From an optimization exercise on the open Yosys and OpenROAD flow, aimed at small area, a short achievable clock period and few clock cycles per item; shortcuts taken in it are not production practice. RTL that was checked went through simulation tests only; none was proved equivalent to the original. Power and IR drop assume default switching activity.

Setup of job 101:
Design divide, start of the top module:
module divide(clk, rst, new_inp, dvdend, len_a, dvsor, len_b, quotient, remainder, count_add, count_sub, done);
Size: roughly 1800 cells after synthesis.
clock: 6.0 ns
lec_check: 0
abc_area: 1
cap_margin: 20
core_margin: 2
core_utilization: 55
setup_slack_margin: 2.8
slew_margin: 20
dont_use_cells: sky130_fd_sc_hd__fa_1 sky130_fd_sc_hd__fa_2 sky130_fd_sc_hd__fa_4 sky130_fd_sc_hd__ha_1 sky130_fd_sc_hd__ha_2 sky130_fd_sc_hd__ha_4
buffer_ports_args: -buffer_cell sky130_fd_sc_hd__buf_1
standard.sh (not shown) runs the stock make flow with config.mk's settings and CLKGATE_MAP_FILE= SYNTH_SCRIPT=/design/flow/synth_recipe.tcl, a recipe that flattens the netlist after the stock synthesis.
==> flow/flow/run.sh <==
#!/bin/bash
# The standard layout (standard.sh: ORFS synthesis and every layout step
# unchanged) with two library choices added to config.mk:
#  - full and half adder cells are not used, so Yosys leaves adders to abc
#    as plain gates (faster than the fa/ha cells);
#  - buffer_ports inserts plain buf_1 port buffers (sized up later by the
#    repair steps where needed) instead of the delay cells it picks by default.
# Make's full output, with every tool's, goes to flow.log; ORFS also keeps
# each step's log under orfs/logs.
set -euo pipefail
cat >> config.mk <<'EOC'
export DONT_USE_CELLS = sky130_fd_sc_hd__fa_1 sky130_fd_sc_hd__fa_2 sky130_fd_sc_hd__fa_4 sky130_fd_sc_hd__ha_1 sky130_fd_sc_hd__ha_2 sky130_fd_sc_hd__ha_4
export BUFFER_PORTS_ARGS = -buffer_cell sky130_fd_sc_hd__buf_1
EOC
bash standard.sh finish > flow.log 2>&1
Setup changes, job 101 to job 102
Settings: CORE_UTILIZATION now 40, was 55; GPL_TIMING_DRIVEN now 1, previously not set.
### Flow results
Status | job 102 and job 101 | clean. Against job 101 as the reference, job 102 delivers a higher layout overhead on the synthesized area. Share of total power in the clock network: job 102 vs job 101 — no meaningful difference. Job 102 does worse than job 101 on number of design-rule violations left by the first detailed-router iteration. The wire length of job 102 was inferior to that of job 101. Ratio of final minimum period to clock period: job 102 vs job 101 — no meaningful difference.
No functional check of the RTL was part of any run of this note.

========
Setup of lane 1:
Another version of the RTL of divide (not shown whole).
For scale: roughly 150 I/O pins, ~11000 sq um of cells after synthesis.
==> flow/config.mk <==
export PLATFORM = sky130hd
export DESIGN_NAME = divide
export DESIGN_NICKNAME = divide
export VERILOG_FILES = /design/flow/design.v
export SDC_FILE = /design/flow/constraint.sdc
export NUM_CORES = 4
export LEC_CHECK = 0
export ABC_AREA = 1
export CAP_MARGIN = 20
export CORE_MARGIN = 2
export CORE_UTILIZATION = 40
export SETUP_SLACK_MARGIN = 2.7
export SLEW_MARGIN = 20
export DONT_USE_CELLS = sky130_fd_sc_hd__fa_1 sky130_fd_sc_hd__fa_2 sky130_fd_sc_hd__fa_4 sky130_fd_sc_hd__ha_1 sky130_fd_sc_hd__ha_2 sky130_fd_sc_hd__ha_4
export BUFFER_PORTS_ARGS = -buffer_cell sky130_fd_sc_hd__buf_1
==> flow/constraint.sdc <==
create_clock -name core_clock -period 6.0 [get_ports {clk}]
set_input_delay 1.2000 -clock core_clock [delete_from_list [all_inputs] [get_ports {clk}]]
set_output_delay 1.2000 -clock core_clock [all_outputs]
set_load 0.01 [all_outputs]
Scripts as last shown in full above: flow/flow/run.sh
Both conditions hold for lane 1: the flow ran to the end and the final layout passed the timing, design-rule and antenna checks.
Testbench counts of lane 1, summed over its fixed seeds: cycles 21,027, items 4,000.
Input-level comparison between lane 2 and lane 1:
- SETUP_SLACK_MARGIN: 2.7 -> 3.0
==> comparison <==
Going from lane 1 to lane 2, the power was found to have gone up by 14%. What lane 2 reported for total wire length after detailed routing has to be multiplied by 0.929 to get the figure for lane 1. Lower final design area excluding fillers among lane 2 and lane 1: lane 1. Of lane 2 and lane 1, the higher last weighted congestion value of the routability-driven placer belongs to lane 1. | total iterations of the first detailed-routing run | lower: lane 2 |. Summary of lane 2 over lane 1: final cell count without fillers higher, clock tree skew after final layout roughly the same. Lane 2 ended up with h[22]$_DFF_P_ as its capture point of the critical path; lane 1 ended up with h[24]$_DFF_P_.
The inputs of lane 3 differ from those of lane 2 as listed below.
- a change of SETUP_SLACK_MARGIN from 3.0 to 3.2
==> notes.md <==
Across both runs, net switching power was higher for lane 3 than for lane 2. Final cycle utilization of the critical path: lane 3 vs lane 2 down 1.1 points. Compared lane 3 vs lane 2, and met1 demand-to-capacity share in global routing is down in lane 3.
The following lists how lane 4 was set up differently from lane 3:
- changing SETUP_SLACK_MARGIN from 3.2 to 2.3
--- outcome ---
- Synthesized netlist cell count: lane 3 vs lane 4 — no meaningful difference
- Buffering overhead for lane 4: 6.5 points down relative to lane 3
- Higher area growth from synthesis to layout goes to lane 3 over lane 4.
- Non-clock buffer count: lower on lane 4
- Clock-cell share of area in lane 4 vs lane 3: up 0.51 points
- Met1 track demand over resource: lane 4 vs lane 3 down 1.4 points
- Lane 3 -> lane 4: area of the die delta 0, exact match

========
Setup of run A:
Another version of the RTL of divide (not shown whole).
Size in the first run: about 110 flip-flops, about 150 I/O pins, about 10000 um^2 of cells after synthesis.
Design divide, start of the top module:
module divide(clk, rst, new_inp, dvdend, len_a, dvsor, len_b, quotient, remainder, count_add, count_sub, done);
clock: 6.0 ns
lec_check: 0
abc_area: 1
cap_margin: 20
core_margin: 2
core_utilization: 40
setup_slack_margin: 2.7
slew_margin: 20
dont_use_cells: sky130_fd_sc_hd__fa_1 sky130_fd_sc_hd__fa_2 sky130_fd_sc_hd__fa_4 sky130_fd_sc_hd__ha_1 sky130_fd_sc_hd__ha_2 sky130_fd_sc_hd__ha_4
buffer_ports_args: -buffer_cell sky130_fd_sc_hd__buf_1
Scripts as last shown in full above: flow/flow/run.sh
Testbench counts of run A, summed over its fixed seeds: cycles 21,027, items 4,000.
Setup changes, run A to run B
Settings: SETUP_SLACK_MARGIN: 2.7 -> 2.8; CORE_UTILIZATION: 40 -> 30.
==> notes.md <==
Run B vs run A, wire length reported by the detailed router went up by about 6%.
Across both runs, final RePlAce weighted congestion was lower for run B than for run A.
Looking only at clock power, and setting everything else aside, the lower value of run A and run B goes to run B.
NOTE: number of nets in the layout in run B exceeds that of run A
Per the comparison of run B with run A, post-synthesis to final-layout area growth saw an increase, average vias per placed instance fell by 5.8%, number of nets produced by synthesis now sits at about the same level, share of synthesized cell area in and, or, nand and nor gates level.
### run B -> run C
Settings: swapping 30 for 40 in CORE_UTILIZATION; swapping 2.8 for 2.75 in SETUP_SLACK_MARGIN.
### Flow results
Run C finished every step from synthesis to the final layout, and the layout passed the timing, design-rule and antenna checks.
Synthesis-to-layout area growth, run C and run B: higher on run B
Compared to run B, run C shows a wider setup margin.
Total negative slack for setup checks: run B vs run C — no meaningful difference
When the final numbers for run C and run B were put side by side, the worst hold slack turned out to be greater in run C.

-- re-timing with driven ports --
The flow's constraints put no driver on any port. The routed layouts listed below were extracted and timed again, unchanged, in two steps.
Step 1: set_driving_cell puts a clkbuf_16 on clk and a buf_2 on each other input, an assumption about the parent block.
Step 2 also shifts input and output timing later by t, the mid clock arrival at the registers, as if the neighbouring blocks saw the same clock.
Slacks: ideal ports / drivers / drivers and shift; pairs: ideal ports / drivers.
run | t, ns | slack for setup (ns) | worst setup path at the end | latest minus earliest clock arrival (ns) | cell pins on the clock port's net
job 101 | 0.412 | 2.926 / 2.955 / 2.543 | input to register | 0.014 / 0.014 | 1
job 102 | 0.415 | 2.924 / 2.951 / 2.536 | input to register | 0.016 / 0.016 | 1
lane 1 | 0.418 | 2.855 / 2.882 / 2.464 | input to register | 0.024 / 0.024 | 1
lane 2 | 0.422 | 3.074 / 3.102 / 2.680 | input to register | 0.021 / 0.022 | 1
lane 3 | 0.410 | 3.141 / 3.151 / 2.741 | input to register | 0.029 / 0.030 | 1
lane 4 | 0.418 | 2.558 / 2.585 / 2.166 | input to register | 0.021 / 0.021 | 1
run A | 0.416 | 2.861 / 2.891 / 2.475 | input to register | 0.016 / 0.016 | 1
run B | 0.416 | 2.916 / 2.942 / 2.526 | input to register | 0.015 / 0.014 | 1
run C | 0.417 | 2.928 / 2.954 / 2.537 | input to register | 0.019 / 0.018 | 1
After both steps setup and hold are still met in every run listed. The setup slack of lane 3, which loses most, moves by +0.010 ns with the drivers and by -0.400 ns with both steps.
